This is an optimization exercise on Yosys and OpenROAD, whose aim is small area and a short achievable clock period, not a production implementation.
Only simulation tests tie the RTL to the original design; equivalence was not proved.

// dit_fft_8
module dit_fft_8 (
    input [15:0] in0_r, in1_r, in2_r, in3_r, in4_r, in5_r, in6_r, in7_r,
    input [15:0] in0_i, in1_i, in2_i, in3_i, in4_i, in5_i, in6_i, in7_i,
    input clk, RST_N, write, start,
    output [15:0] out0_r, out1_r, out2_r, out3_r, out4_r, out5_r, out6_r, out7_r,
    output [15:0] out0_i, out1_i, out2_i, out3_i, out4_i, out5_i, out6_i, out7_i,
    output ready
);
    reg  [15:0] a_r [0:7];      
    reg  [15:0] a_i [0:7];
    reg  [2:0]  w;              
    reg  [15:0] b_r [0:7];      
    reg  [15:0] b_i [0:7];
    reg  [15:0] c_r [0:7];      
    reg  [15:0] c_i [0:7];
    reg  [15:0] d_r [0:7];      
    reg  [15:0] d_i [0:7];
    reg  [15:0] o_r [0:7];      
    reg  [15:0] o_i [0:7];
    reg  [3:0]  rdy;
    wire [15:0] x_r [0:7];
    wire [15:0] x_i [0:7];
    wire [15:0] s1_r [0:7];
    wire [15:0] s1_i [0:7];
    wire [15:0] s2_r [0:7];
    wire [15:0] s2_i [0:7];
    wire [15:0] k_r [0:7];
    wire [15:0] k_i [0:7];
    wire [15:0] tw_r [0:7];
    wire [15:0] tw_i [0:7];
    wire [15:0] s3_r [0:7];
    wire [15:0] s3_i [0:7];
    assign x_r[0] = in0_r; assign x_r[1] = in1_r; assign x_r[2] = in2_r; assign x_r[3] = in3_r;
    assign x_r[4] = in4_r; assign x_r[5] = in5_r; assign x_r[6] = in6_r; assign x_r[7] = in7_r;
    assign x_i[0] = in0_i; assign x_i[1] = in1_i; assign x_i[2] = in2_i; assign x_i[3] = in3_i;
    assign x_i[4] = in4_i; assign x_i[5] = in5_i; assign x_i[6] = in6_i; assign x_i[7] = in7_i;
    integer k;
    always @(posedge clk) begin
        w <= {w[1:0], write & RST_N};
        for (k = 0; k < 8; k = k + 1) begin
            a_r[k] <= s1_r[k];
            a_i[k] <= s1_i[k];
            b_r[k] <= s2_r[k];
            b_i[k] <= s2_i[k];
            c_r[k] <= k_r[k];
            c_i[k] <= k_i[k];
            if (w[2]) begin
                d_r[k] <= tw_r[k];
                d_i[k] <= tw_i[k];
            end
            o_r[k] <= s3_r[k];
  ...
Size in the first run: roughly 9,400 cells after synthesis, roughly 1,200 flip-flops, about 520 I/O pins, about 0.086 mm² of cells after synthesis.
clock: 10.0 ns
lec_check: 0
cap_margin: 20
core_margin: 2
core_utilization: 55
place_density: 0.65
setup_slack_margin: 5
slew_margin: 20
run.sh (not shown) runs the stock make flow with config.mk's settings and CLKGATE_MAP_FILE= SYNTH_SCRIPT=/design/flow/synth_recipe.tcl, a recipe that flattens the netlist after the stock synthesis.
The baseline ran to the end with no violations.
Rerun with:
==> flow/flow/run.sh (new file) <==
#!/bin/bash
# Standard layout, with the resizer's setup repair aimed below the clock period
# so that it works on the paths that set the achieved period.
set -euo pipefail
bash standard.sh SETUP_SLACK_MARGIN=6.4 finish > standard.log 2>&1
==> flow/standard.sh (new file) <==
#!/bin/bash
# synth_recipe.tcl (not shown) runs the flow's synth.tcl, then flattens the netlist and writes it again
# the make line also repeats each setting of config.mk as NAME=value (left out here)
make -C /OpenROAD-flow-scripts/flow DESIGN_CONFIG=/design/flow/config.mk WORK_HOME=/design/flow/orfs CLKGATE_MAP_FILE= SYNTH_SCRIPT=/design/flow/synth_recipe.tcl "${@:-finish}"
Settings changed: SETUP_SLACK_MARGIN 5 to unset.
removed: flow/run.sh
After rerunning: Clock skew stays flat; critical path depth grows by 1; via count grows by 3.6%; hold slack gains 0.020 ns; setup slack gains 0.89 ns; global-route usage grows by 1.8 points; final area grows by 7.5%; wire length grows by 7.3%.


== v58 ==
Another version of the RTL of dit_fft_8 (not shown whole).
For scale: ~8600 cells after synthesis, ~1300 flip-flops.
==> flow/config.mk <==
export PLATFORM = sky130hd
export DESIGN_NAME = dit_fft_8
export DESIGN_NICKNAME = dit_fft_8
export VERILOG_FILES = /design/flow/design.v
export SDC_FILE = /design/flow/constraint.sdc
export NUM_CORES = 4
export LEC_CHECK = 0
export CAP_MARGIN = 20
export CORE_MARGIN = 2
export CORE_UTILIZATION = 55
export CTS_BUF_LIST = sky130_fd_sc_hd__clkbuf_8
export PLACE_DENSITY = 0.65
export SLEW_MARGIN = 20
==> flow/constraint.sdc <==
create_clock -name core_clock -period 10.0 [get_ports {clk}]
set_input_delay 2.0000 -clock core_clock [delete_from_list [all_inputs] [get_ports {clk}]]
set_output_delay 2.0000 -clock core_clock [all_outputs]
set_load 0.01 [all_outputs]
standard.sh (not shown) runs the stock make flow with config.mk's settings and CLKGATE_MAP_FILE= SYNTH_SCRIPT=/design/flow/synth_recipe.tcl, a recipe that flattens the netlist after the stock synthesis.
==> flow/flow/run.sh <==
#!/bin/bash
# Standard layout, with the resizer's setup repair aimed below the clock period
# so that it works on the paths that set the achieved period, and plain
# buffers on the ports.
set -euo pipefail
bash standard.sh SETUP_SLACK_MARGIN=6.1 "BUFFER_PORTS_ARGS=-buffer_cell sky130_fd_sc_hd__buf_2" finish > standard.log 2>&1
No stage failed in v58, and the final checks on the layout all came back clean.
Relative to v58, the following input files were edited for v51:
Settings: CORE_UTILIZATION now 68, was 55; CTS_BUF_LIST no longer set, was sky130_fd_sc_hd__clkbuf_8; CTS_CLUSTER_SIZE now 24, previously not set; CTS_CLUSTER_DIAMETER now 90, previously not set; PLACE_DENSITY now 0.78, was 0.65.
==> flow/flow/run.sh <==
#!/bin/bash
# Standard layout, with the resizer's setup repair aimed below the clock period
# so that it works on the paths that set the achieved period, plain buffers on
# the ports, and a clock tree without dummy loads.
set -euo pipefail
bash standard.sh SETUP_SLACK_MARGIN=6.2 "BUFFER_PORTS_ARGS=-buffer_cell sky130_fd_sc_hd__buf_1" \
  "CTS_ARGS=-sink_clustering_enable -repair_clock_nets -sink_clustering_size 24 -sink_clustering_max_diameter 90 -dont_use_dummy_load" \
  finish > standard.log 2>&1
Notes after the runs:
- Most common cell after layout, fill and taps aside = dfxtp_1: v51; most common cell after layout, fill and taps aside = inv_1: v58
- v51 vs. v58: clock-pin slew on the worst setup and hold paths picked up an extra 30 ps.
- v51 vs v58: number of tap cells added at floorplan down by more than 10%
- [compare] base=v58 new=v51: count of clock-buffer cells in the layout fell by about 70%, total number of placement rows fell 9.9%, maximum frequency -0.32%, utilization grew by 12 points.
- The insertion delay of the later-clocked pin in the worst-skew pair of v51 is lower than that of v58.
- Against v58, v51 reports a placed instance count that is lower.
What v56 does differently from v51 at the input level:
Settings: PLACE_DENSITY: 0.78 -> 0.84; CORE_UTILIZATION: 68 -> 74.
--- outcome ---
For v51, the timing endpoint of the critical path was ps_ds[3], unlike v56, where it was ps_dif[1][14].
Per the comparison of v56 with v51, number of enable-type register cells in the synthesized netlist comparable; clock buffer count now larger; die area now smaller.
Between v51 and v56, the flow reports post-cts sizing count increasing by more than half.
Re data arrival time at the worst-slack endpoint: v56 and v51 aren't equal, and the lower value belongs to v51.
Layout sequential cell count: v56 vs v51 identical
Relative to v56, the following input files were edited for v34:
Settings: PLACE_DENSITY now 0.7, was 0.84; CORE_UTILIZATION now 60, was 74.
-- flow/flow/run.sh --
<<< v56, line 6
bash standard.sh SETUP_SLACK_MARGIN=6.2 "BUFFER_PORTS_ARGS=-buffer_cell sky130_fd_sc_hd__buf_1" \
  "CTS_ARGS=-sink_clustering_enable -repair_clock_nets -sink_clustering_size 24 -sink_clustering_max_diameter 90 -dont_use_dummy_load" \
>>> v34, line 6
bash standard.sh SETUP_SLACK_MARGIN=6.3 "BUFFER_PORTS_ARGS=-buffer_cell sky130_fd_sc_hd__buf_1" \
  "CTS_ARGS=-sink_clustering_enable -repair_clock_nets -sink_clustering_size 28 -sink_clustering_max_diameter 95 -dont_use_dummy_load" \
==> results.txt <==
Every run (v56 and v34) finished clean.
Per the comparison of v34 with v56, data required time of the worst path lower; share of the clock period used by the worst path after layout lower.
Share of cell area taken by flip-flops and latches across v56 and v34: no real change.
Compared with v56, v34 ends up with a larger final cell area.
Of v56 and v34, the run reporting the lower total routed wirelength was v34.
Between v56 and v34, the worst-path maximum fanout is higher for v56.
Clock buffer count shrinks by more than 10% when moving from v56 to v34.
Input-level comparison between v6 and v34:
Settings: PLACE_DENSITY changed from 0.7 to 0.78; CORE_UTILIZATION changed from 60 to 68.
-- flow/flow/run.sh --
<<< v34, line 6
bash standard.sh SETUP_SLACK_MARGIN=6.3 "BUFFER_PORTS_ARGS=-buffer_cell sky130_fd_sc_hd__buf_1" \
  "CTS_ARGS=-sink_clustering_enable -repair_clock_nets -sink_clustering_size 28 -sink_clustering_max_diameter 95 -dont_use_dummy_load" \
>>> v6, line 6
bash standard.sh SETUP_SLACK_MARGIN=6.0 "BUFFER_PORTS_ARGS=-buffer_cell sky130_fd_sc_hd__buf_1" \
  "CTS_ARGS=-sink_clustering_enable -repair_clock_nets -sink_clustering_size 24 -sink_clustering_max_diameter 90 -dont_use_dummy_load" \
==> results.txt <==
v6 against v34: critical path depth decreased by 3 relative to the old numbers, first-pass GRT wire length now smaller, worst slack at placement moved up.
Input changes introduced in v10 (baseline for comparison: v6):
Settings: CORE_UTILIZATION: 68 -> 60; PLACE_DENSITY: 0.78 -> 0.7.
-- flow/flow/run.sh --
<<< v6, line 6
bash standard.sh SETUP_SLACK_MARGIN=6.0 "BUFFER_PORTS_ARGS=-buffer_cell sky130_fd_sc_hd__buf_1" \
>>> v10, line 6
bash standard.sh SETUP_SLACK_MARGIN=6.2 "BUFFER_PORTS_ARGS=-buffer_cell sky130_fd_sc_hd__buf_1" \
## What came out
v10 did not stop at any stage, and its layout met the timing, design-rule and antenna checks.
Global-route wire length before repair on v10 is behind v6.
v10 — design area about 1.2% higher, v6 as reference
Comparing v6 and v10, wire length is lower on v6.


## job 5288
Another version of the RTL of dit_fft_8 (not shown whole).
Size: roughly 8400 cells after synthesis, about 82000 µm² of cells after synthesis.
Settings: LEC_CHECK=0, CAP_MARGIN=20, CORE_MARGIN=2, CORE_UTILIZATION=55, PLACE_DENSITY=0.65, SLEW_MARGIN=20; clock period 10.0 ns.
==> flow/flow/run.sh <==
#!/bin/bash
# Standard layout, with the resizer's setup repair aimed below the clock period
# so that it works on the paths that set the achieved period, and plain
# buffers on the ports.
set -euo pipefail
bash standard.sh SETUP_SLACK_MARGIN=6.6 "BUFFER_PORTS_ARGS=-buffer_cell sky130_fd_sc_hd__buf_2" finish > standard.log 2>&1
The inputs of job 4299 differ from those of job 5288 as listed below.
-- flow/flow/run.sh --
<<< job 5288, line 6
bash standard.sh SETUP_SLACK_MARGIN=6.6 "BUFFER_PORTS_ARGS=-buffer_cell sky130_fd_sc_hd__buf_2" finish > standard.log 2>&1
>>> job 4299, line 6
bash standard.sh SETUP_SLACK_MARGIN=6.1 "BUFFER_PORTS_ARGS=-buffer_cell sky130_fd_sc_hd__buf_2" finish > standard.log 2>&1
-- flow/config.mk --
<<< job 5288, line 10
export CORE_UTILIZATION = 55
export PLACE_DENSITY = 0.65
>>> job 4299, line 10
export CORE_UTILIZATION = 60
export CTS_CLUSTER_DIAMETER = 100
export CTS_CLUSTER_SIZE = 30
export PLACE_DENSITY = 0.7
## What came out
Between job 4299 and job 5288, fraction of area in multi-input gates is higher for job 4299, job 5288 comes in under that. Taking job 5288 as the reference, in job 4299 share of final-layout standard cells stronger than drive strength 1 dropped 11 points, growth of design area from synthesis to finish dropped 13 points. Job 5288 ended up with sky130_fd_sc_hd__o41a_1 as its critical path's slowest cell; job 4299 ended up with sky130_fd_sc_hd__o41ai_4. As of job 4299, non-clock buffer total of the final layout had fallen by more than a quarter compared to job 5288. First element of the critical path: in6_r[0] -> job 5288, in0_i[0] -> job 4299. Y dimension of the die sits lower in job 4299 than in job 5288. Worst hold slack, job 4299 and job 5288: smaller value in job 5288.
The following lists how job 5084 was set up differently from job 4299:
-- flow/config.mk --
<<< job 4299, line 10
export CORE_UTILIZATION = 60
export CTS_CLUSTER_DIAMETER = 100
export CTS_CLUSTER_SIZE = 30
export PLACE_DENSITY = 0.7
>>> job 5084, line 10
export CORE_UTILIZATION = 55
export PLACE_DENSITY = 0.65
Results
From job 4299 to job 5084 the numbers moved as follows: number of nets at the end of the flow went up by 41.
Between job 5084 and job 4299, it is job 5084 whose global-route usage is lower, by 1.7 points.
Job 4299 -> job 5084: highest achievable clock rate flat
Largest stage delay on the critical path: job 5084 vs job 4299 up 190 ps
Changes in job 8444 relative to job 5084:
-- flow/flow/run.sh --
<<< job 5084, line 6
bash standard.sh SETUP_SLACK_MARGIN=6.1 "BUFFER_PORTS_ARGS=-buffer_cell sky130_fd_sc_hd__buf_2" finish > standard.log 2>&1
>>> job 8444, line 6
bash standard.sh SETUP_SLACK_MARGIN=6.3 "BUFFER_PORTS_ARGS=-buffer_cell sky130_fd_sc_hd__buf_2" finish > standard.log 2>&1
-- flow/config.mk --
<<< job 5084, line 11
>>> job 8444, line 11
export CTS_BUF_LIST = sky130_fd_sc_hd__clkbuf_8
--- outcome ---
On final critical delay including setup and external delays, the higher figure sits with job 5084, not job 8444. Against job 5084, the final cell area of job 8444 is higher. Relative to job 5084, the highest attainable clock frequency measured on job 8444 has increased by a few percent. Relative to job 5084, setup slack on the worst flop-to-flop path increased by 280 ps in job 8444. Job 8444 vs. job 5084: clock-buffer cell count saw an increase, wire length of the first global-routing pass saw an increase, cell area after placement saw little to no change, worst setup slack saw an increase.
## Diff of input files: job 405 against job 8444
-- flow/flow/run.sh --
<<< job 8444, line 6
bash standard.sh SETUP_SLACK_MARGIN=6.3 "BUFFER_PORTS_ARGS=-buffer_cell sky130_fd_sc_hd__buf_2" finish > standard.log 2>&1
>>> job 405, line 6
bash standard.sh SETUP_SLACK_MARGIN=6.1 "BUFFER_PORTS_ARGS=-buffer_cell sky130_fd_sc_hd__buf_2" finish > standard.log 2>&1
Job 405: PASS, flow complete, no timing, DRC or antenna violations
Delta (job 405 minus job 8444): cell area after placement about even; setup slack fell 120 ps.


run A:
dit_fft_8 with an RTL version that a note above also has.
Size: ~1300 flip-flops, roughly 520 I/O pins, about 0.082 sq mm of cells after synthesis.
Settings: LEC_CHECK=0, CAP_MARGIN=20, CORE_MARGIN=2, CORE_UTILIZATION=60, CTS_CLUSTER_DIAMETER=90, CTS_CLUSTER_SIZE=24, PLACE_DENSITY=0.7, SLEW_MARGIN=20; clock period 10.0 ns.
==> flow/flow/run.sh <==
#!/bin/bash
# Standard layout, with the resizer's setup repair aimed below the clock period
# so that it works on the paths that set the achieved period, and plain
# buffers on the ports.
set -euo pipefail
bash standard.sh SETUP_SLACK_MARGIN=6.2 "BUFFER_PORTS_ARGS=-buffer_cell sky130_fd_sc_hd__buf_2" finish > standard.log 2>&1
Setup changes, run A to run B
- swapping 60 for 68 in CORE_UTILIZATION
- swapping 0.7 for 0.78 in PLACE_DENSITY
==> flow/flow/run.sh <==
#!/bin/bash
# Standard layout, with the resizer's setup repair aimed below the clock period
# so that it works on the paths that set the achieved period, plain buffers on
# the ports, and a clock tree without dummy loads.
set -euo pipefail
bash standard.sh SETUP_SLACK_MARGIN=6.4 "BUFFER_PORTS_ARGS=-buffer_cell sky130_fd_sc_hd__buf_1" \
  "CTS_ARGS=-sink_clustering_enable -repair_clock_nets -sink_clustering_size 24 -sink_clustering_max_diameter 90 -dont_use_dummy_load" \
  finish > standard.log 2>&1
Results
Routability-driven placement congestion ratio, run B vs run A: up slightly. Run A → run B: highest clock frequency the design can meet -about 0.35%; number of filler cells placed in the layout -22%; number of diodes added for antenna fixing +1. Post-placement cell area for run B: 0.95% down relative to run A. Every stage of the flow completed for run A, and the final layout passed the timing, design-rule and antenna checks. Every stage of the flow completed for run B, and the final layout passed the timing, design-rule and antenna checks. Final critical-path setup slack: run B worse than run A. Against run A, via count of the first global-routing pass in run B rose slightly. Comparing run B with run A, the share of the cycle needed by the critical path after routing came out essentially unchanged.
Inputs modified between run B and run C:
- CORE_UTILIZATION now 60, was 68
- PLACE_DENSITY now 0.7, was 0.78
==> flow/flow/run.sh <==
#!/bin/bash
# Standard layout, with the resizer's setup repair aimed below the clock period
# so that it works on the paths that set the achieved period, and plain
# buffers on the ports.
set -euo pipefail
bash standard.sh SETUP_SLACK_MARGIN=6.4 "BUFFER_PORTS_ARGS=-buffer_cell sky130_fd_sc_hd__buf_2" finish > standard.log 2>&1
[summary]
Run C ended with more final instance area than run B.
Post-layout worst setup margin of run C is on par with run B.
Relative to run B, count of clock buffers in the final design increased by 28 in run C.
Highest metal layer with signal wires = met4: run B; highest metal layer with signal wires = met5: run C
For the synthesis-to-finish area growth, run C came in 1.1 points higher than run B did.

-- static timing again, ports no longer ideal --
The results above use ideal ports. As a check the final layouts listed here were re-extracted and re-timed, cells and wires unchanged. Step 1 assumes that a clkbuf_16 drives the clock port and a buf_2 every other input. Step 2 also shifts input and output timing later by t, the mid clock arrival at the registers, as if the neighbouring blocks saw the same clock. Slacks: ideal / step 1 / step 2; pairs: ideal / step 1.
| run | shift t [ns] | setup WS [ns] | hold WS [ns] | worst setup path after step 2 |
|---|---|---|---|---|
| the first run of note 1 | 0.867 | 5.242 / 5.301 / 4.434 | 0.283 / 0.283 / 0.283 | input to register |
| the second run of note 1 | 0.867 | 6.136 / 6.136 / 5.490 | 0.303 / 0.303 / 0.303 | input to register |
| v58 | 1.010 | 6.253 / 6.208 / 5.349 | 0.309 / 0.309 / 0.309 | input to register |
| v51 | 0.740 | 6.241 / 6.284 / 5.547 | 0.312 / 0.312 / 0.312 | input to register |
| v56 | 0.730 | 6.124 / 6.163 / 5.433 | 0.267 / 0.267 / 0.267 | input to register |
| v34 | 0.784 | 6.193 / 6.232 / 5.447 | 0.251 / 0.251 / 0.251 | input to register |
| v6 | 0.736 | 6.060 / 6.060 / 5.381 | 0.326 / 0.326 / 0.326 | input to register |
| v10 | 0.756 | 6.192 / 6.228 / 5.472 | 0.294 / 0.294 / 0.294 | input to register |
| job 5288 | 0.859 | 6.263 / 6.278 / 5.419 | 0.306 / 0.306 / 0.306 | input to register |
| job 4299 | 0.772 | 6.066 / 6.117 / 5.345 | 0.317 / 0.317 / 0.317 | input to register |
| job 5084 | 0.851 | 6.077 / 6.077 / 5.387 | 0.318 / 0.318 / 0.318 | input to register |
| job 8444 | 1.002 | 6.299 / 6.308 / 5.312 | 0.309 / 0.309 / 0.309 | input to register |
| job 405 | 0.994 | 6.182 / 6.182 / 5.264 | 0.321 / 0.321 / 0.321 | input to register |
| run A | 0.779 | 6.287 / 6.326 / 5.547 | 0.325 / 0.325 / 0.325 | input to register |
| run B | 0.730 | 6.274 / 6.309 / 5.579 | 0.259 / 0.259 / 0.259 | input to register |
| run C | 0.774 | 6.273 / 6.258 / 5.484 | 0.321 / 0.321 / 0.321 | input to register |
After both steps every run listed still meets setup and hold. The setup slack of job 8444, which loses most, moves by +0.009 ns with the drivers and by -0.987 ns with both steps.
